From an optimization exercise on the open Yosys and OpenROAD flow, aimed at small area; shortcuts taken in it are not production practice. Function was checked by simulation only, so behaviour that the tests miss may differ from the original. Power is estimated from default activity; no workload was simulated.

`flow/flow/run.sh`:
```
#!/bin/bash
# Layout flow: the standard flow, with one extra step after the standard
# synthesis.  The combinational logic of the synthesized netlist is mapped a
# second time with a stronger ABC script (flow/remap.tcl, flow/remap.abc);
# the registers of the standard synthesis are kept as they are (same cells,
# same names).  Then the standard flow continues from that netlist.
# Each tool's output goes to a log file of its own in this folder.
set -euo pipefail
HERE=$PWD
RES=$HERE/orfs/results/$FLOW_PLATFORM/Tetris_top/base

# 1. standard synthesis
bash standard.sh "$RES/1_2_yosys.v" > 1_synth_standard.log 2>&1
cp "$RES/1_2_yosys.v" "$HERE/1_2_yosys_standard.v"

# 2. second mapping of the combinational logic
export REMAP_LIB=$FLOW_HOME/platforms/$FLOW_PLATFORM/lib/sky130_fd_sc_hd__tt_025C_1v80.lib
export REMAP_IN=$HERE/1_2_yosys_standard.v
export REMAP_OUT=$HERE/1_2_yosys_remap.v
export REMAP_SCRIPT=$HERE/flow/remap.abc
export REMAP_CONSTR=$HERE/flow/remap.constr
export REMAP_PERIOD_PS=$(awk "BEGIN{print int($FLOW_PERIOD_NS*1000)}")
export REMAP_STAT=$HERE/remap_stat.txt
yosys -c flow/remap.tcl > 2_remap.log 2>&1
cp "$REMAP_OUT" "$RES/1_2_yosys.v"
touch "$RES/1_2_yosys.v"

# 3. the rest of the standard flow, from the re-mapped netlist (with the
#    clock tree options of flow/cts_args.txt, if there is one)
if [[ -f flow/cts_args.txt ]]; then
  export CTS_ARGS="$(cat flow/cts_args.txt)"
fi
bash standard.sh > 3_layout_standard.log 2>&1
```
`flow/flow/cts_args.txt`:
```
-sink_clustering_enable -repair_clock_nets -sink_clustering_size 30 -sink_clustering_max_diameter 100 -buf_list sky130_fd_sc_hd__clkbuf_16 -dont_use_dummy_load
```
`flow/flow/remap.abc`:
```
strash
dc2
dch -f
&get -n
&nf -R 1000
&put
mfs
strash
dch -f
&get -n
&nf -R 1000
&put
mfs
strash
dch -f
&get -n
&nf -R 1000
&put
topo
```
`flow/flow/remap.constr`:
```
set_driving_cell sky130_fd_sc_hd__buf_1
set_load 5
```
`flow/flow/remap.tcl`:
```
# Second mapping of the combinational logic of the standard synthesis netlist
# with a stronger ABC script.  The sequential cells (their instances and
# names) are kept as they are; only the logic between them is re-mapped.
yosys -import
set lib $::env(REMAP_LIB)
read_liberty -ignore_miss_func $lib
read_verilog $::env(REMAP_IN)
hierarchy -top Tetris_top
# keep the sequential cells
foreach m [split [string trim [tee -q -s result.string select -list-mod =sky130_fd_sc_hd__*df* =sky130_fd_sc_hd__*dl*]] "\n"] {
  setattr -mod -set keep_hierarchy 1 $m
}
flatten
opt_clean -purge
techmap
opt -fast -purge
# the platform's don't-use cells (platforms/sky130hd/config.mk)
set dont_use {}
foreach c {sky130_fd_sc_hd__probe_p_8 sky130_fd_sc_hd__probec_p_8 sky130_fd_sc_hd__lpflow_bleeder_1
           sky130_fd_sc_hd__lpflow_clkbufkapwr_1 sky130_fd_sc_hd__lpflow_clkbufkapwr_16 sky130_fd_sc_hd__lpflow_clkbufkapwr_2
           sky130_fd_sc_hd__lpflow_clkbufkapwr_4 sky130_fd_sc_hd__lpflow_clkbufkapwr_8 sky130_fd_sc_hd__lpflow_clkinvkapwr_1
           sky130_fd_sc_hd__lpflow_clkinvkapwr_16 sky130_fd_sc_hd__lpflow_clkinvkapwr_2 sky130_fd_sc_hd__lpflow_clkinvkapwr_4
           sky130_fd_sc_hd__lpflow_clkinvkapwr_8 sky130_fd_sc_hd__lpflow_decapkapwr_12 sky130_fd_sc_hd__lpflow_decapkapwr_3
           sky130_fd_sc_hd__lpflow_decapkapwr_4 sky130_fd_sc_hd__lpflow_decapkapwr_6 sky130_fd_sc_hd__lpflow_decapkapwr_8
           sky130_fd_sc_hd__lpflow_inputiso0n_1 sky130_fd_sc_hd__lpflow_inputiso0p_1 sky130_fd_sc_hd__lpflow_inputiso1n_1
           sky130_fd_sc_hd__lpflow_inputiso1p_1 sky130_fd_sc_hd__lpflow_inputisolatch_1 sky130_fd_sc_hd__lpflow_isobufsrc_1
           sky130_fd_sc_hd__lpflow_isobufsrc_16 sky130_fd_sc_hd__lpflow_isobufsrc_2 sky130_fd_sc_hd__lpflow_isobufsrc_4
           sky130_fd_sc_hd__lpflow_isobufsrc_8 sky130_fd_sc_hd__lpflow_isobufsrckapwr_16 sky130_fd_sc_hd__lpflow_lsbuf_lh_hl_isowell_tap_1
           sky130_fd_sc_hd__lpflow_lsbuf_lh_hl_isowell_tap_2 sky130_fd_sc_hd__lpflow_lsbuf_lh_hl_isowell_tap_4
           sky130_fd_sc_hd__lpflow_lsbuf_lh_isowell_4 sky130_fd_sc_hd__lpflow_lsbuf_lh_isowell_tap_1
           sky130_fd_sc_hd__lpflow_lsbuf_lh_isowell_tap_2 sky130_fd_sc_hd__lpflow_lsbuf_lh_isowell_tap_4} {
  lappend dont_use -dont_use $c
}
abc -script $::env(REMAP_SCRIPT) -liberty $lib {*}$dont_use -constr $::env(REMAP_CONSTR) -D $::env(REMAP_PERIOD_PS)
opt_clean -purge
hilomap -singleton -hicell sky130_fd_sc_hd__conb_1 HI -locell sky130_fd_sc_hd__conb_1 LO
insbuf -buf sky130_fd_sc_hd__buf_4 A X
splitnets
opt_clean -purge
foreach m [split [string trim [tee -q -s result.string select -list-mod =sky130_fd_sc_hd__*]] "\n"] {
  blackbox $m
}
tee -o $::env(REMAP_STAT) stat -liberty $lib
write_verilog -noattr -nohex -nodec $::env(REMAP_OUT)
```
`flow/standard.sh`:
```
#!/bin/bash
# synth_recipe.tcl (not shown) runs the flow's synth.tcl, then flattens the netlist and writes it again
# the make line also repeats each setting of config.mk as NAME=value (left out here)
make -C /OpenROAD-flow-scripts/flow DESIGN_CONFIG=/design/flow/config.mk WORK_HOME=/design/flow/orfs CLKGATE_MAP_FILE= SYNTH_SCRIPT=/design/flow/synth_recipe.tcl "${@:-finish}"
```
`flow/config.mk`:
```
export PLATFORM = sky130hd
export DESIGN_NAME = Tetris_top
export DESIGN_NICKNAME = Tetris_top
export VERILOG_FILES = /design/flow/design.v
export SDC_FILE = /design/flow/constraint.sdc
export NUM_CORES = 8
export LEC_CHECK = 0
export ABC_AREA = 1
export CAP_MARGIN = 20
export CORE_MARGIN = 2
export CORE_UTILIZATION = 55
export CTS_BUF_LIST = sky130_fd_sc_hd__clkbuf_8
export CTS_CLUSTER_DIAMETER = 80
export CTS_CLUSTER_SIZE = 16
export HOLD_SLACK_MARGIN = 0
export PLACE_DENSITY = 0.7
export SLEW_MARGIN = 20
```
`flow/constraint.sdc`:
```
create_clock -name core_clock -period 12.0 [get_ports {clk}]
set_input_delay 2.4000 -clock core_clock [delete_from_list [all_inputs] [get_ports {clk}]]
set_output_delay 2.4000 -clock core_clock [all_outputs]
set_load 0.01 [all_outputs]
```
`flow/design.v`:
```
module tetris_main(clk, rst, c, Btn_Left, Btn_Right, Btn_Down, Btn_Spin,
                   gs_ent, dirty, g_ps, g_q, g_p, g_o, Score);
	input clk, rst;
	input [1:0] c;
	input Btn_Left, Btn_Right, Btn_Down, Btn_Spin;
	output [49:0] gs_ent;      
	output reg dirty;          
	output [4:0] g_ps;         
	output [4:0] g_q;          
	output [3:0] g_p;          
	output [3:0] g_o;          
	output reg [15:0] Score;   
	localparam S_Start = 4'd0, S_Initialize = 4'd1, S_GenerateNewPiece = 4'd2, S_Idle = 4'd3,
	           S_MoveLeft = 4'd4, S_MoveRight = 4'd5, S_Spin = 4'd6, S_SpinCorrection = 4'd7,
	           S_Wait = 4'd8, S_Tick = 4'd9, S_CleanFullRows = 4'd10, S_CleanEmptyRows = 4'd11,
	           S_CheckLoss = 4'd12, S_GameOver = 4'd13;
	localparam OP_NONE = 3'd0, OP_CLR = 3'd1, OP_SETTLE = 3'd2, OP_CLRROW = 3'd3, OP_SHIFT = 3'd4;
	wire ce = (c == 2'd1);
	wire [1:0] ge = c ^ 2'd2;    
	reg [3:0] Game_State;
	reg [6:0] Game_State_Counter;
	reg [2:0] Row_Elim_Counter;
	reg [11:0] Game_Clock_Counter;
	reg [2:0] Random_Counter;
	reg [4:0] PS;
	reg [4:0] SA_q;
	reg [3:0] SA_p;
	reg [2:0] op_r;
	reg [3:0] o;               
	reg [1:0] dl_r;            
	assign g_o = o;
	reg acc1, acc2;
	reg [49:0] gW, gA, gB, gC;
	assign gs_ent = gC;
	assign g_ps = PS;
	assign g_q = SA_q;
	assign g_p = SA_p;
	wire [15:0] psd;
	assign psd[0] = 1'b0;
	assign psd[1] = 1'b0;
	assign psd[2] = (PS == 5'd2);
	assign psd[3] = 1'b0;
	assign psd[4] = 1'b0;
	assign psd[5] = (PS == 5'd5) | (PS == 5'd6) | (PS == 5'd8) | (PS == 5'd10) | (PS == 5'd15);
	assign psd[6] = (PS == 5'd2) | (PS == 5'd4) | (PS == 5'd6) | (PS == 5'd8) | (PS == 5'd12) | (PS == 5'd14) | (PS == 5'd17) | (PS == 5'd18) | (PS == 5'd19);
	assign psd[7] = (PS == 5'd4) | (PS == 5'd7) | (PS == 5'd9) | (PS == 5'd12);
	assign psd[8] = (PS == 5'd3);
	assign psd[9] = (PS == 5'd1) | (PS == 5'd3) | (PS == 5'd4) | (PS == 5'd5) | (PS == 5'd9) | (PS == 5'd10) | (PS == 5'd11) | (PS == 5'd13) | (PS == 5'd15) | (PS == 5'd16) | (PS == 5'd18) | (PS == 5'd19);
	assign psd[10] = (PS == 5'd1) | (PS == 5'd2) | (PS == 5'd3) | (PS == 5'd4) | (PS == 5'd5) | (PS == 5'd6) | (PS == 5'd7) | (PS == 5'd8) | (PS == 5'd9) | (PS == 5'd11) | (PS == 5'd12) | (PS == 5'd13) | (PS == 5'd14) | (PS == 5'd15) | (PS == 5'd16) | (PS == 5'd17) | (PS == 5'd18) | (PS == 5'd19);
	assign psd[11] = (PS == 5'd3) | (PS == 5'd6) | (PS == 5'd7) | (PS == 5'd9) | (PS == 5'd11) | (PS == 5'd13) | (PS == 5'd15) | (PS == 5'd16) | (PS == 5'd17) | (PS == 5'd18);
	assign psd[12] = 1'b0;
	assign psd[13] = (PS == 5'd1) | (PS == 5'd10) | (PS == 5'd11) | (PS == 5'd14);
	assign psd[14] = (PS == 5'd1) | (PS == 5'd2) | (PS == 5'd5) | (PS == 5'd7) | (PS == 5'd8) | (PS == 5'd10) | (PS == 5'd12) | (PS == 5'd14) | (PS == 5'd16) | (PS == 5'd17) | (PS == 5'd19);
	assign psd[15] = (PS == 5'd13);
	wire [4:0] ps_spin;
	assign ps_spin[0] = (PS == 5'd1) | (PS == 5'd2) | (PS == 5'd4) | (PS == 5'd6) | (PS == 5'd8) | (PS == 5'd10) | (PS == 5'd12) | (PS == 5'd14) | (PS == 5'd16) | (PS == 5'd18);
	assign ps_spin[1] = (PS == 5'd2) | (PS == 5'd3) | (PS == 5'd6) | (PS == 5'd7) | (PS == 5'd9) | (PS == 5'd10) | (PS == 5'd13) | (PS == 5'd14) | (PS == 5'd17) | (PS == 5'd18);
	assign ps_spin[2] = (PS == 5'd4) | (PS == 5'd5) | (PS == 5'd6) | (PS == 5'd7) | (PS == 5'd12) | (PS == 5'd13) | (PS == 5'd14) | (PS == 5'd15);
	assign ps_spin[3] = (PS == 5'd8) | (PS == 5'd9) | (PS == 5'd10) | (PS == 5'd11) | (PS == 5'd12) | (PS == 5'd13) | (PS == 5'd14) | (PS == 5'd15);
	assign ps_spin[4] = (PS == 5'd16) | (PS == 5'd17) | (PS == 5'd18) | (PS == 5'd19);
	wire [4:0] ps_new;
	assign ps_new[0] = (Random_Counter == 3'd0);
	assign ps_new[1] = (Random_Counter == 3'd1) || (Random_Counter == 3'd3);
	assign ps_new[2] = (Random_Counter == 3'd2) || (Random_Counter == 3'd3) || (Random_Counter == 3'd5);
	assign ps_new[3] = (Random_Counter == 3'd4) || (Random_Counter == 3'd5);
	assign ps_new[4] = (Random_Counter == 3'd6) || (Random_Counter == 3'd7);
	reg [8:0] tdec;
	always @(*) begin : tdecode
		integer i;
		for (i = -4; i <= 4; i = i + 1)
			tdec[i + 4] = (ge == 2'd0 && SA_q == 3 - i) || (ge == 2'd1 && SA_q == 8 - i) ||
			              (ge == 2'd2 && SA_q == 13 - i) || (ge == 2'd3 && SA_q == 18 - i);
	end
	reg [9:0] pdec;
	always @(*) begin : pdecode
		integer i;
		for (i = 0; i < 10; i = i + 1) pdec[i] = (SA_p == i);
	end
	reg [3:0] N [0:5];
	always @(*) begin : nibsel
		integer w, m;
		for (w = -1; w <= 4; w = w + 1) begin
			N[w + 1] = 4'b0;
			for (m = 0; m < 4; m = m + 1)
				if (tdec[m - w + 4]) N[w + 1] = N[w + 1] | psd[4 * m +: 4];
		end
	end
	wire [3:0] wr = {SA_p >= 4'd7, SA_p >= 4'd8, SA_p >= 4'd9, 1'b0};
	reg [3:0] M [0:4];
	always @(*) begin : geom
		integer w, j;
		for (w = 0; w < 5; w = w + 1)
			for (j = 0; j < 4; j = j + 1)
				M[w][j] = wr[j] ? N[w][j] : N[w + 1][j];
	end
	reg [3:0] ok1, ok2;
	always @(*) begin : colprof
		integer m, j;
		for (j = 0; j < 4; j = j + 1) begin
			ok1[j] = 1'b0; ok2[j] = 1'b0;
			for (m = 0; m < 4; m = m + 1) begin
				if (SA_q <= 22 - m) ok1[j] = ok1[j] | psd[4 * m + j];
				if (SA_q <= 21 - m) ok2[j] = ok2[j] | psd[4 * m + j];
			end
		end
	end
	wire colL  = (ok1[0] & pdec[9]) | (ok1[1] & pdec[8]) | (ok1[2] & pdec[7]) | (ok1[3] & pdec[6]);
	wire colL2 = (ok1[0] & pdec[8]) | (ok1[1] & pdec[7]) | (ok1[2] & pdec[6]) | (ok1[3] & pdec[5]);
	wire colR  = (ok1[0] & pdec[0]) | (ok2[1] & pdec[9]) | (ok2[2] & pdec[8]) | (ok2[3] & pdec[7]);
	wire colR2 = (ok1[0] & pdec[1]) | (ok1[1] & pdec[0]) | (ok2[2] & pdec[9]) | (ok2[3] & pdec[8]);
	reg [4:0] bsel;
	always @(*) begin
		case (Game_State)
			S_CleanFullRows:  bsel = 5'd21 - Game_State_Counter[4:0];
			S_CleanEmptyRows: bsel = 5'd19 - Game_State_Counter[4:0];
			default:          bsel = 5'd0;
		endcase
	end
	reg [1:0] bg; reg [2:0] bw;
	always @(*) begin
		if (bsel >= 20) begin bg = 2'd0; bw = 3'd5; end    
		else if (bsel >= 15) begin bg = 2'd3; bw = bsel - 5'd15; end
		else if (bsel >= 10) begin bg = 2'd2; bw = bsel - 5'd10; end
		else if (bsel >= 5) begin bg = 2'd1; bw = bsel - 5'd5; end
		else begin bg = 2'd0; bw = bsel[2:0]; end
	end
	wire bsel_top = (bsel >= 20);
	reg [4:0] r_eq, r_ge, r_chk;
	always @(*) begin : rowcmp
		integer w;
		for (w = 0; w < 5; w = w + 1) begin
			r_eq[w] = !bsel_top && (ge == bg) && (bw == w);
			r_ge[w] = !bsel_top && ((ge > bg) || ((ge == bg) && (w >= bw)));
			if (w < 4) r_chk[w] = !bsel_top && (ge == bg) && (bw == w + 1);
			else r_chk[w] = (bsel_top && bsel == 5'd20 && ge == 2'd3) || (!bsel_top && (bg == ge + 2'd1) && (ge != 2'd3) && (bw == 3'd0));
		end
	end
	wire clr_all = rst | dirty | (op_r == OP_CLR);
	wire op_set = !clr_all && (op_r == OP_SETTLE);
	wire op_crow = !clr_all && (op_r == OP_CLRROW);
	wire op_shf = !clr_all && (op_r == OP_SHIFT);
	reg [49:0] T;
	always @(*) begin : xform
		integer w;
		reg [9:0] above, cr, rc;
		reg keep, sh;
		for (w = 0; w < 5; w = w + 1) begin
			if (w < 4) above = gC[10 * (w + 1) +: 10];
			else above = (ge == 2'd3) ? 10'b0 : gB[9:0];
			cr = gC[10 * w +: 10];
			case (dl_r)
				2'b01: rc = {cr[0], cr[9:1]};
				2'b10: rc = {cr[8:0], cr[9]};
				default: rc = cr;
			endcase
			sh = op_shf & r_ge[w];
			keep = !clr_all & !(op_crow & r_eq[w]) & !sh;
			T[10 * w +: 10] = (rc & {10{keep}}) | (above & {10{sh}}) | ({6'b0, M[w]} & {10{op_set}});
		end
	end
	reg hitL, hitR, hitT, hitS, hitF, hitE;
	always @(*) begin : checks
		integer w;
		reg [9:0] below, tr;
		reg [3:0] pr;
		hitL = 1'b0; hitR = 1'b0; hitT = 1'b0; hitS = 1'b0; hitF = 1'b0; hitE = 1'b0;
		for (w = 0; w < 5; w = w + 1) begin
			tr = T[10 * w +: 10];
			pr = M[w];
			if (w > 0) below = T[10 * (w - 1) +: 10];
			else below = (ge == 2'd0) ? 10'h3ff : gW[49:40];
			hitS = hitS | (|(tr[3:0] & pr));
			hitT = hitT | (|(below[3:0] & pr));
			hitL = hitL | (|(tr[4:1] & pr));
			hitR = hitR | (|({tr[2:0], tr[9]} & pr));
			hitF = hitF | (r_chk[w] & (&tr));
			hitE = hitE | (r_chk[w] & ~(|tr));
		end
	end
	wire row19_ne = |T[49:40];    
	wire hit1 = (Game_State == S_SpinCorrection) ? hitS : (Game_State == S_Tick) ? hitT :
	            (Game_State == S_CleanFullRows) ? hitF : hitL;
	wire hit2 = (Game_State == S_CleanEmptyRows) ? hitE : hitR;
	wire f1 = acc1 | hit1, f2 = acc2 | hit2;
	wire fL = f1, fS = f1, fT = f1, fF = f1, fR = f2, fE = f2;
	always @(posedge clk) begin
		acc1 <= ((c == 2'd2) ? 1'b0 : acc1) | hit1;
		acc2 <= ((c == 2'd2) ? 1'b0 : acc2) | hit2;
	end
	always @(posedge clk) begin
		gW <= T;
		gA <= gW;
		gB <= gA;
		gC <= gB;
	end
	always @(posedge clk)
		if (rst) dirty <= 1'b1;
		else if (c == 2'd2) dirty <= 1'b0;
	reg [15:0] score_next;
	always @(*) begin : bcd
		reg [3:0] o, t, h, th, o2, t2;
		reg c0, c1, c2, wrap;
		reg [4:0] ts;
		reg [2:0] d;
		o = Score[3:0]; t = Score[7:4]; h = Score[11:8]; th = Score[15:12];
		c0 = 1'b0;
		if (Row_Elim_Counter == 3'd1 || Row_Elim_Counter == 3'd2 || Row_Elim_Counter == 3'd3) begin
			c0 = (o >= 4'd5);
			o = c0 ? o - 4'd5 : o + 4'd5;
		end
		d[0] = (Row_Elim_Counter == 3'd2);
		d[1] = (Row_Elim_Counter == 3'd3);
		d[2] = (Row_Elim_Counter == 3'd4);
		ts = t + d + c0;
		c1 = (ts >= 5'd10);
		t = c1 ? ts - 5'd10 : ts[3:0];
		c2 = c1 && (h == 4'd9);
		h = c1 ? ((h == 4'd9) ? 4'd0 : h + 4'd1) : h;
		th = th + c2;
		wrap = (th == 4'd8) && (h[1] || (h[0] && t == 4'd9 && o >= 4'd2));
		if (wrap) begin
			o2 = (o >= 4'd2) ? o - 4'd2 : o + 4'd8;
			t2 = (o >= 4'd2) ? ((t == 4'd9) ? 4'd0 : t + 4'd1) : t;
			score_next = {8'd0, t2, o2};
		end
		else score_next = {th, h, t, o};
	end
	reg [2:0] sa_op;
	reg [3:0] pn; reg [1:0] qop; reg [4:0] qc;
	always @(*) begin
		pn = SA_p; qop = 2'd0; qc = 5'd0;
		case (sa_op)
			3'd1: begin pn = 4'd3; qop = 2'd3; qc = 5'd21; end
			3'd2: if (SA_p == 4'd9) begin pn = 4'd0; qop = 2'd1; end
			      else if (SA_q == 5'd25 && SA_p == 4'd5) begin pn = 4'd0; qop = 2'd3; qc = 5'd0; end
			      else pn = SA_p + 4'd1;
			3'd3: if (SA_p == 4'd0) begin
			          if (SA_q == 5'd0) begin pn = 4'd5; qop = 2'd3; qc = 5'd25; end
			          else begin pn = 4'd9; qop = 2'd2; end
			      end
			      else pn = SA_p - 4'd1;
			3'd4: if (SA_p >= 4'd8) begin pn = SA_p - 4'd8; qop = 2'd1; end
			      else pn = SA_p + 4'd2;
			3'd5: qop = 2'd1;
			3'd6: if (SA_q == 5'd0) begin
			          qop = 2'd3;
			          if (SA_p <= 4'd3) begin pn = SA_p + 4'd6; qc = 5'd24; end
			          else begin pn = SA_p - 4'd4; qc = 5'd25; end
			      end
			      else qop = 2'd2;
			default: ;
		endcase
	end
	reg [2:0] op_n;
	always @(*) begin
		sa_op = 3'd0;
		case (Game_State)
			S_GenerateNewPiece: if (Game_State_Counter == 0) sa_op = 3'd1;
			S_MoveLeft: sa_op = 3'd2;
			S_MoveRight: sa_op = 3'd3;
			S_SpinCorrection:
				if (Game_State_Counter[0] == 0) begin
					if (colL && colR) begin
						if (colL2 && colR2) sa_op = 3'd4;
						else if (!colL2) sa_op = 3'd2;
						else if (!colR2) sa_op = 3'd3;
					end
					else if (fS) sa_op = 3'd5;
				end
			S_Tick: if (!fT) sa_op = 3'd6;
			default: ;
		endcase
	end
	always @(posedge clk) begin
		if (ce) begin
			SA_p <= pn;
			case (qop)
				2'd1: SA_q <= SA_q + 5'd1;
				2'd2: SA_q <= SA_q - 5'd1;
				2'd3: SA_q <= qc;
				default: ;
			endcase
		end
	end
	always @(posedge clk) begin
		if (rst) begin
			Game_State <= S_Start;
			Score <= 16'd0;
			PS <= 5'd0;
			Random_Counter <= 3'd0;
			Game_Clock_Counter <= 12'd0;
		end
		else if (ce) begin
			Random_Counter <= (Random_Counter == 3'b110) ? 3'b0 : Random_Counter + 1'b1;
			if (Game_State == S_Idle)
				Game_Clock_Counter <= Game_Clock_Counter[10:0] + 12'd5;
			else if (Game_State == S_Spin)
				Game_Clock_Counter <= 12'd0;
			case (Game_State)
				S_Start: begin
					if (Btn_Spin) Game_State <= S_Initialize;
				end
				S_Initialize: begin
					Score <= 16'd0;
					Game_State <= S_GenerateNewPiece;
				end
				S_GenerateNewPiece: begin
					if (Game_State_Counter == 0) PS <= ps_new;
					if (Game_State_Counter >= 2) Game_State <= S_Idle;
				end
				S_Idle: begin
					if (Btn_Spin) Game_State <= S_Spin;
					else if (Btn_Left) begin
						if (!colL && !fL) Game_State <= S_MoveLeft;
					end
					else if (Btn_Right) begin
						if (!colR && !fR) Game_State <= S_MoveRight;
					end
					else if (Game_Clock_Counter[11] || Btn_Down) Game_State <= S_Tick;
				end
				S_MoveLeft: Game_State <= S_Wait;
				S_MoveRight: Game_State <= S_Wait;
				S_Spin: begin
					if (Game_State_Counter == 0) PS <= ps_spin;
					if (Game_State_Counter >= 3) Game_State <= S_SpinCorrection;
				end
				S_SpinCorrection: begin
					if (Game_State_Counter[0] == 0 && !(colL && colR) && !fS) Game_State <= S_Wait;
				end
				S_Wait: begin
					if (Game_State_Counter == 0) Game_State <= S_Idle;
				end
				S_Tick: begin
					if (fT) Game_State <= S_CleanFullRows;
					else Game_State <= S_Wait;
				end
				S_CleanFullRows: begin
					if (Game_State_Counter > 21) begin
						Score <= score_next;
						Game_State <= S_CleanEmptyRows;
					end
				end
				S_CleanEmptyRows: begin
					if (Game_State_Counter >= 18) Game_State <= S_CheckLoss;
				end
				S_CheckLoss: begin
					if (row19_ne) Game_State <= S_GameOver;
					else Game_State <= S_GenerateNewPiece;
				end
				S_GameOver: begin
					if (Btn_Spin) Game_State <= S_Initialize;
				end
				default: Game_State <= S_Start;
			endcase
		end
	end
	always @(posedge clk) begin
		if (ce) begin
			op_n = OP_NONE;
			case (Game_State)
				S_Start: begin
					op_n = OP_CLR;
					if (Btn_Spin) Game_State_Counter <= 7'd0;
				end
				S_Initialize: begin
					op_n = OP_CLR;
					Game_State_Counter <= 7'd0;
				end
				S_GenerateNewPiece: begin
					if (Game_State_Counter < 2) Game_State_Counter <= Game_State_Counter + 1'b1;
					else Game_State_Counter <= 7'd0;
				end
				S_Idle: begin
					if (Btn_Spin || (!Btn_Left && !Btn_Right && (Game_Clock_Counter[11] || Btn_Down)))
						Game_State_Counter <= 7'd0;
				end
				S_MoveLeft, S_MoveRight: Game_State_Counter <= 7'd1;
				S_Spin: begin
					if (Game_State_Counter < 3) Game_State_Counter <= Game_State_Counter + 1'b1;
					else Game_State_Counter <= 7'd0;
				end
				S_SpinCorrection: begin
					if (Game_State_Counter[0] == 0 && !(colL && colR) && !fS) Game_State_Counter <= 7'd1;
					else Game_State_Counter <= Game_State_Counter + 1'b1;
				end
				S_Wait: begin
					if (Game_State_Counter != 0) Game_State_Counter <= Game_State_Counter + 1'b1;
				end
				S_Tick: begin
					if (fT) begin
						op_n = OP_SETTLE;
						Game_State_Counter <= 7'd0;
					end
					else Game_State_Counter <= 7'd1;
				end
				S_CleanFullRows: begin
					if (Game_State_Counter == 0)
						Row_Elim_Counter <= 3'd0;
					else if (Game_State_Counter <= 20 && fF) begin
						op_n = OP_CLRROW;
						Row_Elim_Counter <= Row_Elim_Counter + 1'b1;
					end
					if (Game_State_Counter > 21) Game_State_Counter <= 7'd0;
					else Game_State_Counter <= Game_State_Counter + 1'b1;
				end
				S_CleanEmptyRows: begin
					if (Game_State_Counter <= 18 && fE) op_n = OP_SHIFT;
					if (Game_State_Counter < 18) Game_State_Counter <= Game_State_Counter + 1'b1;
					else Game_State_Counter <= 7'd0;
				end
				S_CheckLoss: begin
					if (!row19_ne) Game_State_Counter <= 7'd0;
				end
				default: ;
			endcase
			op_r <= op_n;
			if (op_n == OP_CLR) begin o <= 4'd3; dl_r <= 2'b00; end
			else if (op_n != OP_NONE) dl_r <= 2'b00;
			else if (sa_op == 3'd3) begin dl_r <= 2'b10; o <= (o == 4'd0) ? 4'd9 : o - 4'd1; end
			else if (sa_op == 3'd2 || sa_op == 3'd4 || rot_t != o) begin dl_r <= 2'b01; o <= (o == 4'd9) ? 4'd0 : o + 4'd1; end
			else dl_r <= 2'b00;
		end
	end
	wire post_settle = (Game_State == S_CleanFullRows) || (Game_State == S_CleanEmptyRows) ||
	                   (Game_State == S_CheckLoss) || (Game_State == S_GameOver) || (Game_State == S_GenerateNewPiece);
	wire [3:0] rot_t = post_settle ? 4'd3 : SA_p;
endmodule
`timescale 1ns / 1ps
module tetris_vga2(
	clk, rst, c, dirty,
	gs_ent, g_ps, g_q, g_p, g_o,
	HSync, VSync,
	R, G, B
    );
	input clk;
	input rst;
	input [1:0] c;
	input dirty;
	input [49:0] gs_ent;
	input [4:0] g_ps;
	input [4:0] g_q;
	input [3:0] g_p;
	input [3:0] g_o;
	output reg HSync;
	output reg VSync;
	output wire [2:0] R;
	output wire [2:0] G;
	output wire [1:0] B;
	reg r2, r1, g2, g0;
	assign R = {r2, r1, r1};
	assign G = {g2, g2, g0};
	assign B = {g0, g0};
	reg [9:0] HorizontalCounter;
	reg [9:0] VerticalCounter;
	wire pxl_ce = (c == 2'd1);
	wire hsync_fall = pxl_ce && (HorizontalCounter < 96) && HSync;
	wire frame_start = hsync_fall && (VerticalCounter == 0);
	always @(posedge clk) begin
		if (rst)
			HorizontalCounter <= 0;
		else if (pxl_ce) begin
			if (HorizontalCounter < 799)
				HorizontalCounter <= HorizontalCounter + 1'b1;
			else
				HorizontalCounter <= 0;
		end
	end
	always @(posedge clk) begin
		if (rst)
			HSync <= 1'b1;
		else if (pxl_ce)
			HSync <= !(HorizontalCounter < 96);
	end
	always @(posedge clk) begin
		if (rst)
			VerticalCounter <= 0;
		else if (hsync_fall) begin
			if (VerticalCounter < 524)
				VerticalCounter <= VerticalCounter + 1'b1;
			else
				VerticalCounter <= 0;
		end
	end
	always @(posedge clk) begin
		if (rst)
			VSync <= 1'b0;
		else if (pxl_ce)
			VSync <= !(VerticalCounter < 2);
	end
	reg [49:0] vW, vA, vB, vC;
	reg ld;
	reg blank;
	reg [4:0] s_ps;
	reg [4:0] s_q;
	reg [3:0] s_p;
	reg [3:0] s_o;
	always @(posedge clk) begin
		vW <= ld ? gs_ent : vC;
		vA <= vW;
		vB <= vA;
		vC <= vB;
	end
	always @(posedge clk)
		if (pxl_ce) ld <= frame_start;
	always @(posedge clk) begin
		if (rst) blank <= 1'b1;
		else if (frame_start && !dirty) blank <= 1'b0;
	end
	wire pre2 = pxl_ce && (VerticalCounter == 10'd0) && (HorizontalCounter == 10'd798);
	wire pre1 = pxl_ce && (VerticalCounter == 10'd0) && (HorizontalCounter == 10'd799);
	always @(posedge clk) begin
		if (pre2) s_ps <= g_ps;
		if (pre1) begin
			s_q <= g_q;
			s_p <= g_p;
		end
		if (frame_start) s_o <= g_o;
	end
	wire [9:0] H = HorizontalCounter;
	wire [9:0] V = VerticalCounter;
	wire [4:0] vq = V[8:4] + (V[3:0] >= 4'd13);
	wire [4:0] drow = (V <= 10'd108) ? 5'd19 : 5'd25 - vq;
	reg [1:0] dgrp; reg [2:0] dw;
	always @(*) begin
		if (drow >= 15) begin dgrp = 2'd3; dw = drow - 5'd15; end
		else if (drow >= 10) begin dgrp = 2'd2; dw = drow - 5'd10; end
		else if (drow >= 5) begin dgrp = 2'd1; dw = drow - 5'd5; end
		else begin dgrp = 2'd0; dw = drow[2:0]; end
	end
	wire [3:0] dcol = ~H[7:4];    
	wire [1:0] wgrp = (c - 2'd1) ^ 2'd2;    
	reg [9:0] vrow;
	always @(*)
		case (dw)
			3'd0: vrow = vW[9:0];
			3'd1: vrow = vW[19:10];
			3'd2: vrow = vW[29:20];
			3'd3: vrow = vW[39:30];
			default: vrow = vW[49:40];
		endcase
	wire [3:0] scol = (dcol >= s_o) ? dcol - s_o : dcol + 4'd10 - s_o;
	wire vbit = vrow[scol];
	reg cap;
	always @(posedge clk)
		if (wgrp == dgrp) cap <= vbit;
	wire abit = ((dgrp == 2'd2) ? vbit : cap) & !blank;
	wire [15:0] sd;
	assign sd[0] = 1'b0;
	assign sd[1] = 1'b0;
	assign sd[2] = (s_ps == 5'd2);
	assign sd[3] = 1'b0;
	assign sd[4] = 1'b0;
	assign sd[5] = (s_ps == 5'd5) | (s_ps == 5'd6) | (s_ps == 5'd8) | (s_ps == 5'd10) | (s_ps == 5'd15);
	assign sd[6] = (s_ps == 5'd2) | (s_ps == 5'd4) | (s_ps == 5'd6) | (s_ps == 5'd8) | (s_ps == 5'd12) | (s_ps == 5'd14) | (s_ps == 5'd17) | (s_ps == 5'd18) | (s_ps == 5'd19);
	assign sd[7] = (s_ps == 5'd4) | (s_ps == 5'd7) | (s_ps == 5'd9) | (s_ps == 5'd12);
	assign sd[8] = (s_ps == 5'd3);
	assign sd[9] = (s_ps == 5'd1) | (s_ps == 5'd3) | (s_ps == 5'd4) | (s_ps == 5'd5) | (s_ps == 5'd9) | (s_ps == 5'd10) | (s_ps == 5'd11) | (s_ps == 5'd13) | (s_ps == 5'd15) | (s_ps == 5'd16) | (s_ps == 5'd18) | (s_ps == 5'd19);
	assign sd[10] = (s_ps == 5'd1) | (s_ps == 5'd2) | (s_ps == 5'd3) | (s_ps == 5'd4) | (s_ps == 5'd5) | (s_ps == 5'd6) | (s_ps == 5'd7) | (s_ps == 5'd8) | (s_ps == 5'd9) | (s_ps == 5'd11) | (s_ps == 5'd12) | (s_ps == 5'd13) | (s_ps == 5'd14) | (s_ps == 5'd15) | (s_ps == 5'd16) | (s_ps == 5'd17) | (s_ps == 5'd18) | (s_ps == 5'd19);
	assign sd[11] = (s_ps == 5'd3) | (s_ps == 5'd6) | (s_ps == 5'd7) | (s_ps == 5'd9) | (s_ps == 5'd11) | (s_ps == 5'd13) | (s_ps == 5'd15) | (s_ps == 5'd16) | (s_ps == 5'd17) | (s_ps == 5'd18);
	assign sd[12] = 1'b0;
	assign sd[13] = (s_ps == 5'd1) | (s_ps == 5'd10) | (s_ps == 5'd11) | (s_ps == 5'd14);
	assign sd[14] = (s_ps == 5'd1) | (s_ps == 5'd2) | (s_ps == 5'd5) | (s_ps == 5'd7) | (s_ps == 5'd8) | (s_ps == 5'd10) | (s_ps == 5'd12) | (s_ps == 5'd14) | (s_ps == 5'd16) | (s_ps == 5'd17) | (s_ps == 5'd19);
	assign sd[15] = (s_ps == 5'd13);
	wire [5:0] k = {1'b0, drow} + 6'd3 - {1'b0, s_q};
	reg [3:0] nmain, nwrap;
	always @(*) begin
		case (k)
			6'd0: begin nmain = sd[3:0]; nwrap = 4'b0; end
			6'd1: begin nmain = sd[7:4]; nwrap = sd[3:0]; end
			6'd2: begin nmain = sd[11:8]; nwrap = sd[7:4]; end
			6'd3: begin nmain = sd[15:12]; nwrap = sd[11:8]; end
			6'd4: begin nmain = 4'b0; nwrap = sd[15:12]; end
			default: begin nmain = 4'b0; nwrap = 4'b0; end
		endcase
	end
	wire [4:0] jd = {1'b0, dcol} - {1'b0, s_p};    
	reg bbit0;
	wire bbit = bbit0 & !blank;
	always @(*) begin
		case (jd)
			5'd0: bbit0 = nmain[0];
			5'd1: bbit0 = nmain[1];
			5'd2: bbit0 = nmain[2];
			5'd3: bbit0 = nmain[3];
			5'd22: bbit0 = nwrap[0];    
			5'd23: bbit0 = nwrap[1];    
			5'd24: bbit0 = nwrap[2];    
			5'd25: bbit0 = nwrap[3];    
			default: bbit0 = 1'b0;
		endcase
	end
	always @(posedge clk) begin
		if (rst) begin
			r2 <= 1'b0; r1 <= 1'b0; g2 <= 1'b0; g0 <= 1'b0;
		end
		else if (pxl_ce) begin
			if (V < 76) begin
				r2 <= 1'b0; r1 <= 1'b0; g2 <= 1'b0; g0 <= 1'b0;
			end
			else if (V < 92 || (V >= 412 && V < 428)) begin
				if (H >= 336 && H < 528) begin
					r2 <= 1'b1; r1 <= 1'b1; g2 <= 1'b1; g0 <= 1'b1;
				end
				else begin
					r2 <= 1'b0; r1 <= 1'b0; g2 <= 1'b0; g0 <= 1'b0;
				end
			end
			else if (V < 412) begin
				if (H < 336 || H >= 528) begin
					r2 <= 1'b0; r1 <= 1'b0; g2 <= 1'b0; g0 <= 1'b0;
				end
				else if (H < 352 || H >= 512) begin
					r2 <= 1'b1; r1 <= 1'b1; g2 <= 1'b1; g0 <= 1'b1;
				end
				else begin
					r2 <= abit & bbit;
					r1 <= bbit;
					g2 <= abit & !bbit;
					g0 <= abit ^ bbit;
				end
			end
			else begin
				r2 <= 1'b0; r1 <= 1'b0; g2 <= 1'b0; g0 <= 1'b0;
			end
		end
	end
endmodule
`timescale 1ns / 1ps
module tetris_seg(clk, rst, num, c, seg, an);
	input clk, rst;
	input [15:0] num;        
	output [1:0] c;          
	output [7:0] seg;
	output reg [3:0] an;
	reg [12:0] divider;
	assign c = divider[1:0];
	wire scan_ce = (divider == 13'h0FFF);
	reg [3:0] dec_bcd;
	reg [3:0] pend;
	always @(posedge clk)
		if (rst) divider <= 13'd0;
		else divider <= divider + 1'b1;
	wire [3:0] an_next = {an[2:0], an[3] & ~(&an[2:0])};
	reg [3:0] digit;
	always @(*)
		case (an_next)
			4'b1110: digit = num[7:4];
			4'b1101: digit = num[11:8];
			4'b1011: digit = num[15:12];
			default: digit = num[3:0];
		endcase
	always @(posedge clk) begin
		if (rst) begin
			an <= 4'b1111;
			dec_bcd <= 4'd0;
			pend <= 4'd0;
		end
		else if (scan_ce) begin
			an <= an_next;
			dec_bcd <= pend;
			pend <= digit;
		end
	end
	assign seg[7] = 1'b1;
	assign seg[0] = !((dec_bcd == 4'd0) | (dec_bcd == 4'd2) | (dec_bcd == 4'd3) | (dec_bcd == 4'd5) | (dec_bcd == 4'd6) | (dec_bcd == 4'd7) | (dec_bcd == 4'd8) | (dec_bcd == 4'd9));
	assign seg[1] = !((dec_bcd == 4'd0) | (dec_bcd == 4'd1) | (dec_bcd == 4'd2) | (dec_bcd == 4'd3) | (dec_bcd == 4'd4) | (dec_bcd == 4'd7) | (dec_bcd == 4'd8) | (dec_bcd == 4'd9));
	assign seg[2] = !((dec_bcd == 4'd0) | (dec_bcd == 4'd1) | (dec_bcd == 4'd3) | (dec_bcd == 4'd4) | (dec_bcd == 4'd5) | (dec_bcd == 4'd6) | (dec_bcd == 4'd7) | (dec_bcd == 4'd8) | (dec_bcd == 4'd9));
	assign seg[3] = !((dec_bcd == 4'd0) | (dec_bcd == 4'd2) | (dec_bcd == 4'd3) | (dec_bcd == 4'd5) | (dec_bcd == 4'd6) | (dec_bcd == 4'd8) | (dec_bcd == 4'd9));
	assign seg[4] = !((dec_bcd == 4'd0) | (dec_bcd == 4'd2) | (dec_bcd == 4'd6) | (dec_bcd == 4'd8));
	assign seg[5] = !((dec_bcd == 4'd0) | (dec_bcd == 4'd4) | (dec_bcd == 4'd5) | (dec_bcd == 4'd6) | (dec_bcd == 4'd8) | (dec_bcd == 4'd9));
	assign seg[6] = !((dec_bcd == 4'd2) | (dec_bcd == 4'd3) | (dec_bcd == 4'd4) | (dec_bcd == 4'd5) | (dec_bcd == 4'd6) | (dec_bcd == 4'd8) | (dec_bcd == 4'd9));
endmodule
`timescale 1ns / 1ps
module Tetris_top(
	clk,
	rst,
	btnL,
	btnR,
	btnD,
	btnS,
	HSync,
	VSync,
	R,
	G,
	B,
	Seg,
	An
    );
	input clk, rst, btnL, btnR, btnD, btnS;
	output HSync, VSync;
	output [2:0] R;
	output [2:0] G;
	output [1:0] B;
	output [7:0] Seg;
	output [3:0] An;
	wire [1:0] c;
	wire dirty;
	wire [49:0] gs_ent;
	wire [4:0] g_ps, g_q;
	wire [3:0] g_p, g_o;
	wire [15:0] score;
	tetris_main M_TET(.clk(clk), .rst(rst), .c(c), .Btn_Left(btnL), .Btn_Right(btnR), .Btn_Down(btnD),
		.Btn_Spin(btnS), .gs_ent(gs_ent), .dirty(dirty), .g_ps(g_ps), .g_q(g_q), .g_p(g_p), .g_o(g_o), .Score(score));
	tetris_vga2 M_VGA(.clk(clk), .rst(rst), .c(c), .dirty(dirty), .gs_ent(gs_ent), .g_ps(g_ps), .g_q(g_q),
		.g_p(g_p), .g_o(g_o), .HSync(HSync), .VSync(VSync), .R(R), .G(G), .B(B));
	tetris_seg  M_SEG(.clk(clk), .rst(rst), .num(score), .c(c), .seg(Seg), .an(An));
endmodule
```
==> reports/metrics.csv, run 1 <==
metric;value;unit
ant_nets;0;
rrSetupSlack;2830;ps
setup_tns;0;ps
dp_hpwl;43.4;mm
post-route-drc-count;0;
root_buffer;clkbuf_16;
postSynthAreaPerCell;9.55;um2
syn_inst;2188;
clkLatencyLatePin;590;ps
critPathCapture;M_TET.SA_q[3];
hold_viol;0;
yosys_warnings;5;
hold_path.class;register to register;
rsz0062_at_grt;false;
fp.dieW;199;um
reg2reg_to;M_TET.SA_q[3];
start_kind;register;
clk_path_buf_depth;3;
rows;71;
grt_pass1_vias;15700;
cpMostUsedCell;nand2_1;
die_area;39600;um2
first_iter_violations;1748;
relSlewSlack;28.5;%
p_leak;8.02;nW
startpoint;M_TET.Game_State[2];
cts_tree;done;
path_clk_slew;120;ps
antenna_found_initial;2;
nFillCells;3263;
synthToLayoutAreaGrowth;7.22;%
worst_clock_skew;39.5;ps
cts_buffers;22;
reg2reg_from;M_TET.Game_State[2];
gp_congestion;1.03;
num_io_pins;28;
timing.final.crit_period;9170;ps
powerDensity;126;nW/um2
fmax;109;MHz
grt_max_degree;51;
worstPathRequired;12350;ps
grt_pass1_wl;88.9;mm
critPathKind;register to register;
setup_viol;0;
whs;310;ps
coreArea;37600;um2
post-route-util;59.6;%
syn_nets;2194;
synth.cell_area;20900;um2
reg2reg_depth;36;
cp_slowest_cell;a211oi_1;
maxCapViolCount;0;
drv_slew;0;
wire_per_inst;21.0;um
io_buffer_count;26;
peakVddDrop;0.000104;V
nNetsFinal;2252;
totalWireLength;58.0;mm
initial_utilization;55.6;%
track_usage;29.1;%
status;finished clean;
first_pass_iters;6;
worstHoldPathCells;0;
cts.sinks;543;
min_from;M_TET.gB[33];
die_h;199;um
htreeDepth;1;
path_max_fanout;19;
finalCritPeriodShare;76.4;%
p_total;0.00281;W
num_vias;17100;
drive_gt1_share;2.09;%
post_cts_resized;0;
cp-end-kind;register;
gr-total-overflow;0;
worstPathArrival;9510;ps
post-cts-setup-buffer-count;0;
cts_hold_buf;0;
antenna_cells;0;
worst_path_largest_cell_delay;840;ps
avgViaCountPerCell;6.21;
worst_pin_slew;1060;ps
[worst max-delay path: cells and delay by family, from the launching register on]
| family | cells | cell delay (ps) |
|---|---|---|
| xor+xnor | 1 | 190 |
| flops | 1 | 800 |
| compound gates | 14 | 3460 |
| simple gates | 20 | 4350 |
| buf+inv | 1 | 100 |
[cell usage in the layout, fill, tap and decap left out, types with 48 or more instances in the layout]
master      n
a21oi_1   166
mux2_1     51
clkinv_1   56
nand2_1   224
edfxtp_1   48
nand3_1    50
o21ai_0   102
dfxtp_1   495
nor2_1    259
nor3_1     87
[metal layers]
metal	wire, um	track usage [%]	vias to the layer above	part of all wire, %
met3	4760	4.95	117	8.2
met4	1690	8.73	2	2.9
met1	25800	40.8	8114	44
met2	25700	46.0	712	44
li1	-	-	8161	-
met5	13	0	-	0.022
[state kept, by name (all words and copies together), names as in the netlist, 12 cells and up]
signal and cells:
M_SEG.divider 13, M_VGA.vC 50, M_TET.Score 16, M_VGA.vA 50, M_TET.gW 50, M_TET.gB 50
M_VGA.vB 50, M_TET.gC 50, M_VGA.vW 50, M_TET.Game_Clock_Counter 12, M_TET.gA 50
[cell type report]
cell class | count | area [um2] | area share (%)
flip-flops and latches | 543 | 11400 | 50.6
multi-input cells | 1576 | 9250 | 41.3
well taps | 511 | 639 | 2.85
clock buffers | 22 | 551 | 2.46
repair buffers | 47 | 410 | 1.83
inverters | 56 | 210 | 0.938
[stage by stage]
step,setup WS [ps],instance area [um2],instances
floorplan,4410,20900,2188
global placement,2960,21900,2732
detailed placement,2680,21900,2732
CTS,3050,22400,2754
global route,1930,22400,2755
finish,2830,22400,2755
[worst min-delay path by stage]
stage	endpoint	slack, ps
6_report	M_TET.gC[33]	310
5_1_grt	M_TET.gC[33]	320
4_1_cts	M_TET.gC[33]	310
3_5_place_dp	M_VGA.vC[1]	310
3_3_place_gp	M_TET.gB[26]	310
2_1_floorplan	M_TET.gA[0]	310
[where the power goes]
group	internal, W	switching [W]
combinational	0.0000330	0.0000646
clock	0.000331	0.000527
sequential	0.00184	0.0000190
==> inputs of run 2 (changes only) <==
==> flow/flow/cts_args.txt (replaced) <==
-sink_clustering_enable -repair_clock_nets -sink_clustering_size 16 -sink_clustering_max_diameter 80 -buf_list sky130_fd_sc_hd__clkbuf_8 -dont_use_dummy_load
==> run 2 against run 1 <==
Clock power is essentially flat. Die area unchanged. Worst setup slack better by 26 ps. Non-clock buffer count is the same. Synthesized area unchanged. Clock-buffer cell count increased by 19. Worst hold slack got worse by 17 ps. Largest power group unchanged. Flip-flop and latch count did not move. Design area hardly changed. Power decreased by 0.11%.
==> reports/metrics.csv, run 2 <==
metric;value;unit;change
dp_cells;2732;;unchanged
drive_gt1_share;2.92;%;+0.82 points
path_max_fanout;19;;unchanged
reg2reg_depth;36;;unchanged
wire_per_inst;21.0;um;-0.27%
instances_no_fill;2775;;+0.73%
synth.cell_area;20900;um2;unchanged
rows;71;;unchanged
coreArea;37600;um2;unchanged
grt_pass1_wl;89.6;mm;+0.77%
nFillCells;3247;;-0.49%
root_buffer;clkbuf_8;;
worstHoldPathCells;0;;unchanged
postSynthAreaPerCell;9.55;um2;unchanged
cp-end-kind;register;;
num_io_pins;28;;unchanged
dp_hpwl;43.4;mm;unchanged
pre_cts_slack;2680;ps;unchanged
mostFrequentLayoutCells;495 x dfxtp_1, 259 x nor2_1, 224 x nand2_1, 166 x a21oi_1, 102 x o21ai_0;;
initial_utilization;55.6;%;unchanged
hold_viol;0;;unchanged
die_h;199;um;unchanged
setup_tns;0;ps;unchanged
first_pass_iters;7;;+1
min_from;M_TET.gW[15];;
totalWireLength;58.2;mm;+0.46%
finalCritPeriodShare;76.2;%;-0.22 points
start_kind;register;;
cpMostUsedCell;nand2_1;;
grt_max_degree;51;;unchanged
gr-total-overflow;0;;unchanged
syn_inst;2188;;unchanged
critPathKind;register to register;;
drv_slew;0;;unchanged
htreeDepth;2;;+1
cts.sinks;543;;unchanged
fp.dieW;199;um;unchanged
peakVddDrop;0.0000944;V;-9.5%
worstPathRequired;12430;ps;+80 ps
p_leak;8.04;nW;+0.30%
num_vias;17200;;+0.54%
io_buffer_count;26;;unchanged
min_to;M_TET.gA[15];;
die_area;39600;um2;unchanged
yosys_warnings;5;;unchanged
worst_slack;2860;ps;+26.5 ps
track_usage;29.5;%;+0.40 points
ant_nets;0;;unchanged
post-route-util;59.7;%;about the same
synthToLayoutAreaGrowth;7.30;%;about the same
worst_path_largest_cell_delay;870;ps;+30 ps
fmax;109;MHz;+0.29%
gp_congestion;1.03;;unchanged
rsz0062_at_grt;false;;
startpoint;M_TET.Game_State[2];;
reg2reg_from;M_TET.Game_State[2];;
post-cts-setup-buffer-count;0;;unchanged
rrSetupSlack;2860;ps;+30 ps
cts_hold_buf;0;;unchanged
first_iter_violations;1692;;-3.2%
path_delay_family;simple AND/OR/NAND/NOR gates;;
reg2reg_to;M_TET.SA_q[3];;
setup_viol;0;;unchanged
worst_pin_slew;1080;ps;+18.4 ps
relSlewSlack;27.2;%;-1.2 points
multiInputGateArea;9250;um2;unchanged
path_clk_slew;110;ps;about the same
status;finished clean;;
post-route-drc-count;0;;unchanged
worst_clock_skew;48.3;ps;+8.76 ps
clkLatencyLatePin;630;ps;+40 ps
hold_path.class;register to register;;
whs;293;ps;-17.1 ps
avgViaCountPerCell;6.20;;-0.18%
grt_pass1_vias;15900;;+0.88%
powerDensity;125;nW/um2;-0.18%
syn_nets;2194;;unchanged
timing.final.crit_period;9140;ps;-26.5 ps
cts_tree;done;;
cp_slowest_cell;a211oi_1;;
post_cts_resized;0;;unchanged
final_common_cell;dfxtp_1;;
antenna_found_initial;1;;-1
nNetsFinal;2271;;+0.84%
seqCellArea;11400;um2;unchanged
cts_buffers;41;;+86%
clk_path_buf_depth;3;;unchanged
maxCapViolCount;0;;unchanged
worstPathArrival;9570;ps;+60 ps
path_buf_inv;1;;unchanged
[run 2: power breakdown]
part           switching, W  internal (W)  total (W)
Combinational     0.0000649     0.0000331  0.0000980
Sequential        0.0000191       0.00184    0.00186
Clock              0.000548      0.000308   0.000855
Total              0.000632       0.00218    0.00281
[run 2: routing by layer]
metal | part of all wire, % | up-vias | wire (um) | GRT usage, %
li1 | - | 8172 | - | -
met1 | 45 | 8158 | 26200 | 41.3
met2 | 44 | 746 | 25700 | 46.0
met3 | 8.0 | 123 | 4650 | 5.58
met4 | 2.9 | 0 | 1680 | 9.29
met5 | 0 | - | 0 | 0
[run 2: worst reg2reg max path, delay by kind of cell (launching register included)]
kind	cells	cell delay, ps
flops	1	790
compound gates	14	3500
xor+xnor	1	190
buf+inv	1	100
simple gates	20	4370
[run 2: metrics by stage]
step	cell area (um2)	total power, W
2_1_floorplan	20900	0.00196
3_3_place_gp	21900	0.00199
5_1_grt	22400	0.00291
6_report	22400	0.00281
3_5_place_dp	21900	0.00200
4_1_cts	22400	0.00283
[run 2: how the worst max path moves through the flow]
stage	cells after the start	to	slack, ps
after floorplan	25	M_TET.SA_q[3]	4410
after global placement	21	M_TET.o[0]	2960
after detailed placement	31	M_TET.SA_q[3]	2680
after CTS	36	M_TET.SA_q[3]	3100
after global routing	30	M_TET.o[0]	1940
final	36	M_TET.SA_q[3]	2860
[run 2: layout make-up]
type	count	share of cell area [%]
diodes	1	0.0112
clock buffers	41	2.52
inverters	56	0.937
multi-input cells	1576	41.2
flip-flops and latches	543	50.6
well taps	511	2.85
repair buffers	47	1.83
==> inputs of run 3 (changes only) <==
--- a/flow/flow/run.sh
+++ b/flow/flow/run.sh
@@ -25,9 +25,5 @@
 cp "$REMAP_OUT" "$RES/1_2_yosys.v"
 touch "$RES/1_2_yosys.v"
 
-# 3. the rest of the standard flow, from the re-mapped netlist (with the
-#    clock tree options of flow/cts_args.txt, if there is one)
-if [[ -f flow/cts_args.txt ]]; then
-  export CTS_ARGS="$(cat flow/cts_args.txt)"
-fi
+# 3. the rest of the standard flow, from the re-mapped netlist
 bash standard.sh > 3_layout_standard.log 2>&1
removed: flow/flow/cts_args.txt
==> run 3 against run 2 <==
Combinational power hardly changed. Synthesized cell count did not move. Clock-buffer cell count increased by 3. Clock power is about 10% higher. First-iteration DRC count up 1.9%. Sequential power about the same. Design area up 0.64%. Global-route usage grew 0.051 points. Still clean on timing, DRC and antenna. Worst hold slack better by 30 ps. Largest power group unchanged. Wire length is 0.15% higher. Synthesized area did not move. Final cell count up 0.50%. Critical path type unchanged.
==> reports/metrics.csv, run 3 <==
metric;value;unit;change
status;finished clean;;
grt_max_degree;51;;unchanged
powerDensity;128;nW/um2;+2.4%
instances_no_fill;2789;;+0.50%
dp_cells;2732;;unchanged
reg2reg_from;M_TET.Game_State[2];;
combinationalPowerShare;3.4;%;about the same
post-route-drc-count;0;;unchanged
path_clk_slew;110;ps;about the same
first_iter_violations;1724;;+1.9%
startpoint;M_TET.Game_State[2];;
yosys_warnings;5;;unchanged
fp.dieW;199;um;unchanged
post_cts_resized;0;;unchanged
worst_path_largest_cell_delay;890;ps;+20 ps
root_buffer;clkbuf_8;;
worst_clock_skew;41.3;ps;-6.91 ps
coreArea;37600;um2;unchanged
synthToLayoutAreaGrowth;7.98;%;
nFillCells;3236;;-0.34%
die_area;39600;um2;unchanged
io_buffer_count;26;;unchanged
post-cts-setup-buffer-count;0;;unchanged
peakVddDrop;0.000113;V;+20%
rrSetupSlack;2780;ps;-80 ps
swShare;22.9;%;+0.44 points
nNetsFinal;2270;;-0.044%
cp-end-kind;register;;
clkLatencyLatePin;670;ps;+40 ps
cpMostUsedCell;nand2_1;;
timing.final.crit_period;9220;ps;+83.2 ps
clk_path_buf_depth;3;;unchanged
cp_slowest_cell;a211oi_1;;
relSlewSlack;27.5;%;+0.23 points
gr-total-overflow;0;;unchanged
syn_nets;2194;;unchanged
grt_pass1_wl;89.6;mm;about the same
whs;324;ps;+30.4 ps
p_leak;8.13;nW;+1.1%
switching_power;0.000664;W;+5.1%
drv_slew;0;;unchanged
p_clk_share;32.5;%;+2.1 points
antenna_found_initial;1;;unchanged
start_kind;register;;
seq_power_share;64.1;%;-2.0 points
cts_hold_buf;0;;unchanged
totalWireLength;58.3;mm;+0.15%
grt_pass1_vias;15900;;+0.21%
cell_internal_pwr;0.00223;W;+2.5%
rsz0062_at_grt;false;;
worst_pin_slew;1080;ps;-3.46 ps
path_max_fanout;19;;unchanged
first_pass_iters;6;;-1
num_io_pins;28;;unchanged
reg2reg_to;M_TET.SA_q[3];;
drive_gt1_share;3.34;%;+0.42 points
critPathKind;register to register;;
finalCritPeriodShare;76.9;%;+0.69 points
cts_buffers;41;;unchanged
num_vias;17300;;+0.68%
cts_tree;done;;
worstPathArrival;9690;ps;+120 ps
final_common_cell;dfxtp_1;;
ant_nets;0;;unchanged
die_h;199;um;unchanged
synth.cell_area;20900;um2;unchanged
mostFrequentLayoutCells;495 x dfxtp_1, 259 x nor2_1, 224 x nand2_1, 166 x a21oi_1, 102 x o21ai_0;;
wire_per_inst;20.9;um;-0.35%
rows;71;;unchanged
setup_viol;0;;unchanged
track_usage;29.5;%;+0.051 points
hold_path.class;register to register;;
avgViaCountPerCell;6.21;;+0.17%
hold_viol;0;;unchanged
worstPathRequired;12470;ps;+40 ps
syn_inst;2188;;unchanged
initial_utilization;55.6;%;unchanged
dp_hpwl;43.4;mm;unchanged
critPathCapture;M_TET.SA_q[3];;
cts.sinks;543;;unchanged
htreeDepth;2;;unchanged
postSynthAreaPerCell;9.55;um2;unchanged
fmax;108;MHz;-0.90%
gp_congestion;1.03;;unchanged
reg2reg_depth;36;;unchanged
setup_tns;0;ps;unchanged
maxCapViolCount;0;;unchanged
-- run 3: cell type report --
class / count / area, um2 / area share [%]
antenna: 1 / 2.50 / 0.0111
clock buffer: 44 / 606 / 2.68
clock inverter: 12 / 100 / 0.443
inverter: 56 / 210 / 0.931
multi-input combinational: 1576 / 9260 / 41.0
sequential: 543 / 11400 / 50.3
tap: 511 / 639 / 2.83
timing repair buffer: 46 / 405 / 1.80
-- run 3: metal layers --
layer  track usage [%]  routed length [um]  vias to the layer above
met5                 0                   0                        -
met2              46.0               25800                      779
met4              9.89                1850                        0
li1                  -                   -                     8203
met3              5.53                5000                      139
met1              41.3               25700                     8195
-- run 3: power by group through the flow --
stage          sequential [W]  combinational, W  clock [W]
2_1_floorplan         0.00190         0.0000613          0
3_3_place_gp          0.00190         0.0000947          0
3_5_place_dp          0.00190         0.0000965          0
4_1_cts               0.00186         0.0000966   0.000964
5_1_grt               0.00186          0.000107    0.00103
6_report              0.00186         0.0000978   0.000942
-- run 3: metrics by stage --
step | utilization, % | total power (W) | cell area [um2] | setup slack [ps]
6_report | 60.1 | 0.00290 | 22600 | 2780
5_1_grt | 60.1 | 0.00300 | 22600 | 1940
4_1_cts | 60.0 | 0.00292 | 22600 | 3090
3_5_place_dp | 58.2 | 0.00200 | 21900 | 2680
3_3_place_gp | 58.2 | 0.00199 | 21900 | 2960
2_1_floorplan | - | 0.00196 | 20900 | 4410
-- run 3: worst min path at each step --
stage,start,to,depth (start not counted)
global placement,M_TET.gA[26],M_TET.gB[26],0
CTS,M_TET.gW[6],M_TET.gA[6],0
finish,M_TET.gW[6],M_TET.gA[6],0
global route,M_VGA.vA[9],M_VGA.vB[9],0
detailed placement,M_VGA.vB[1],M_VGA.vC[1],0
floorplan,M_TET.gW[0],M_TET.gA[0],0
-- run 3: critical path, delay by kind of cell (launching register included) --
kind | cells | cell delay (ps)
flops | 1 | 800
buf+inv | 1 | 100
simple gates | 20 | 4400
compound gates | 14 | 3540
xor+xnor | 1 | 190
==> inputs of run 4 (changes only) <==
--- a/flow/flow/run.sh
+++ b/flow/flow/run.sh
@@ -13,17 +13,33 @@
 bash standard.sh "$RES/1_2_yosys.v" > 1_synth_standard.log 2>&1
 cp "$RES/1_2_yosys.v" "$HERE/1_2_yosys_standard.v"
 
-# 2. second mapping of the combinational logic
+# 2. second mapping of the combinational logic, repeated a few times on its
+#    own result; the smallest netlist is kept
 export REMAP_LIB=$FLOW_HOME/platforms/$FLOW_PLATFORM/lib/sky130_fd_sc_hd__tt_025C_1v80.lib
-export REMAP_IN=$HERE/1_2_yosys_standard.v
-export REMAP_OUT=$HERE/1_2_yosys_remap.v
 export REMAP_SCRIPT=$HERE/flow/remap.abc
 export REMAP_CONSTR=$HERE/flow/remap.constr
 export REMAP_PERIOD_PS=$(awk "BEGIN{print int($FLOW_PERIOD_NS*1000)}")
-export REMAP_STAT=$HERE/remap_stat.txt
-yosys -c flow/remap.tcl > 2_remap.log 2>&1
-cp "$REMAP_OUT" "$RES/1_2_yosys.v"
+prev=$HERE/1_2_yosys_standard.v
+best=""; best_area=""
+for i in 1 2 3 4 5 6; do
+  export REMAP_IN=$prev
+  export REMAP_OUT=$HERE/1_2_yosys_remap$i.v
+  export REMAP_STAT=$HERE/remap_stat$i.txt
+  yosys -c flow/remap.tcl > 2_remap$i.log 2>&1
+  area=$(awk '/Chip area for module/ {print $NF}' "$REMAP_STAT")
+  echo "pass $i: area $area" >> 2_remap_summary.log
+  if [[ -z "$best" ]] || awk "BEGIN{exit !($area < $best_area)}"; then
+    best=$REMAP_OUT; best_area=$area
+  fi
+  prev=$REMAP_OUT
+done
+echo "kept $best ($best_area)" >> 2_remap_summary.log
+cp "$best" "$RES/1_2_yosys.v"
 touch "$RES/1_2_yosys.v"
 
-# 3. the rest of the standard flow, from the re-mapped netlist
+# 3. the rest of the standard flow, from the re-mapped netlist (with the
+#    clock tree options of flow/cts_args.txt, if there is one)
+if [[ -f flow/cts_args.txt ]]; then
+  export CTS_ARGS="$(cat flow/cts_args.txt)"
+fi
 bash standard.sh > 3_layout_standard.log 2>&1
==> flow/flow/cts_args.txt (new file) <==
-sink_clustering_enable -repair_clock_nets -sink_clustering_size 10 -sink_clustering_max_diameter 60 -buf_list sky130_fd_sc_hd__clkbuf_4 -dont_use_dummy_load
==> flow/flow/remap.abc (replaced) <==
strash
dc2
dch -f
&get -n
&nf -R 1000 -p -F 8 -C 32
&put
mfs -a
strash
dc2
dch -f
&get -n
&nf -R 1000 -p -F 8 -C 32
&put
mfs -a
strash
dc2
dch -f
&get -n
&nf -R 1000 -p -F 8 -C 32
&put
mfs -a
strash
dch -f
&get -n
&nf -R 1000 -p -F 8 -C 32
&put
topo
==> run 4 against run 3 <==
Still clean. Register-to-register slack improved by 110 ps. Worst hold slack lost 72 ps. Combinational power fell by 2%. Core utilization down 0.14 points.
==> reports/metrics.csv, run 4 <==
metric;value;unit;change
status;finished clean;;
drive_gt1_share;4.37;%;+1.0 points
fmax;110;MHz;+1.2%
mostFrequentLayoutCells;495 x dfxtp_1, 215 x nand2_1, 204 x nor2_1, 175 x a21oi_1, 134 x o21ai_0;;
dp_hpwl;42.4;mm;-2.4%
yosys_warnings;5;;unchanged
grt_max_degree;51;;unchanged
timing.final.crit_period;9110;ps;-111 ps
track_usage;29.6;%;+0.10 points
rrSetupSlack;2890;ps;+110 ps
fp.dieW;197;um;-0.84%
maxCapViolCount;0;;unchanged
nNetsFinal;2228;;-1.9%
finalCritPeriodShare;75.9;%;-0.92 points
num_vias;17000;;-2.1%
initial_utilization;56.0;%;+0.35 points
path_clk_slew;110;ps;about the same
cp-end-kind;register;;
peakVddDrop;0.0000720;V;-36%
coreArea;36700;um2;-2.3%
rsz0062_at_grt;false;;
grt_pass1_wl;89.7;mm;about the same
post_cts_resized;0;;unchanged
worst_clock_skew;88.6;ps;+47.3 ps
hold_path.class;register to register;;
rows;70;;-1.4%
totalWireLength;57.6;mm;-1.3%
die_h;197;um;-0.84%
first_pass_iters;7;;+1
clkLatencyLatePin;850;ps;+180 ps
syn_nets;2122;;-3.3%
p_leak;8.08;nW;-0.63%
first_iter_violations;1649;;-4.4%
powerDensity;124;nW/um2;-3.4%
hold_viol;0;;unchanged
cts_tree;done;;
grt_pass1_vias;15600;;-1.6%
final_common_cell;dfxtp_1;;
gp_congestion;0.952;;-7.2%
cts_buffers;61;;+49%
syn_inst;2116;;-3.3%
antenna_found_initial;4;;+3
worst_pin_slew;1090;ps;+13.9 ps
cts.sinks;543;;unchanged
worst_path_largest_cell_delay;850;ps;-40 ps
cpMostUsedCell;nand2_1;;
gr-total-overflow;0;;unchanged
post-cts-setup-buffer-count;0;;unchanged
worstPathRequired;12680;ps;+210 ps
cts_hold_buf;0;;unchanged
critPathKind;register to register;;
synth.cell_area;20500;um2;-1.7%
start_kind;register;;
io_buffer_count;26;;unchanged
p_total;0.00273;W;-5.9%
ant_nets;0;;unchanged
synthToLayoutAreaGrowth;7.05;%;
root_buffer;clkbuf_4;;
worstPathArrival;9790;ps;+100 ps
relSlewSlack;26.5;%;-0.93 points
postSynthAreaPerCell;9.71;um2;+1.6%
htreeDepth;2;;unchanged
num_io_pins;28;;unchanged
die_area;38900;um2;-1.7%
setup_tns;0;ps;unchanged
clk_path_buf_depth;3;;unchanged
cp_slowest_cell;a21oi_1;;
setup_viol;0;;unchanged
avgViaCountPerCell;6.30;;+1.5%
drv_slew;0;;unchanged
path_max_fanout;13;;-6
post-route-drc-count;0;;unchanged
wire_per_inst;21.4;um;+2.3%
[run 4: changes by cell type in the layout (fill, tap and decap cells not counted), sizes merged, moves of 11 or more]
cell	change
clkinv	-16
o21ai	+33
xor2	+11
xnor2	-21
nor2	-55
clkbuf	+17
a222oi	-16
[run 4: final cells by class]
type                    instances  area (um2)
flip-flops and latches        543       11400
clock buffers                  61         458
multi-input cells            1520        8960
well taps                     468         586
fillers                      3270       14700
diodes                          2        5.00
inverters                      40         150
repair buffers                 56         478
[run 4: metal layers]
layer	wire [um]	vias to the layer above	track usage (%)
met5	13	-	0
met4	1870	2	10.7
met3	4200	139	4.78
met2	25800	715	46.7
met1	25700	8069	41.2
li1	-	8033	-
[run 4: worst paths after layout]
| path | startpoint | depth (start not counted) | end |
|---|---|---|---|
| worst max-delay path | M_TET.Game_State[3] | 32 | M_TET.SA_q[2] |
| worst min-delay path | M_TET.gB[34] | 0 | M_TET.gC[34] |
| worst max register to register | M_TET.Game_State[3] | 32 | M_TET.SA_q[2] |
| worst min register to register | M_TET.gB[34] | 0 | M_TET.gC[34] |
[run 4: where the power goes]
group / switching [W] / total (W) / leakage, nW / internal (W)
clock network: 0.000544 / 0.000775 / 0.281 / 0.000232
logic: 0.0000656 / 0.0000961 / 3.38 / 0.0000305
registers: 0.0000178 / 0.00186 / 4.42 / 0.00184
total: 0.000627 / 0.00273 / 8.08 / 0.00210
[run 4: per-stage QoR]
step / cell area (um2) / instances / util, % / hold WS (ps) / setup WS [ps]
after floorplan: 20500 / 2116 / - / 310 / 4310
after global placement: 21500 / 2626 / 58.6 / 310 / 2660
after detailed placement: 21500 / 2627 / 58.7 / 312 / 2470
after CTS: 22000 / 2688 / 59.9 / 242 / 3090
after global routing: 22000 / 2690 / 59.9 / 278 / 1970
final: 22000 / 2690 / 59.9 / 252 / 2890
[run 4: worst max-delay path: cells and delay by family (launching register included)]
| family | cells | cell delay, ps |
|---|---|---|
| buffers and inverters | 1 | 260 |
| AOI/OAI and AO/OA | 12 | 3930 |
| DFF | 1 | 560 |
| and+or+nand+nor | 19 | 4240 |

## what the ideal ports hide
Ports are ideal in the flow. The routed layouts listed here were re-timed in OpenROAD. Step 1, drivers: a clkbuf_16 drives clk and a buf_2 each remaining input, both assumed. Step 2 moves the port delays by t, midway between the first and last clock arrival at a register: inputs arrive t later, outputs are due t later. That takes back most of the time a late clock gives input paths. a / b / c = ideal ports / drivers / drivers and shift; a / b = the first two.
run	t, ns	slack for setup (ns)	hold slack, ns
run 1	0.626	2.832 / 2.832 / 2.438	0.310 / 0.310 / 0.310
run 2	0.663	2.859 / 2.859 / 2.394	0.293 / 0.293 / 0.293
run 3	0.698	2.776 / 2.776 / 2.343	0.324 / 0.324 / 0.324
run 4	0.855	2.886 / 2.886 / 2.267	0.252 / 0.252 / 0.252
After both steps every run listed still meets setup and hold. The setup slack of run 4, which loses most, moves by 0.000 ns with the drivers and by -0.619 ns with both steps.
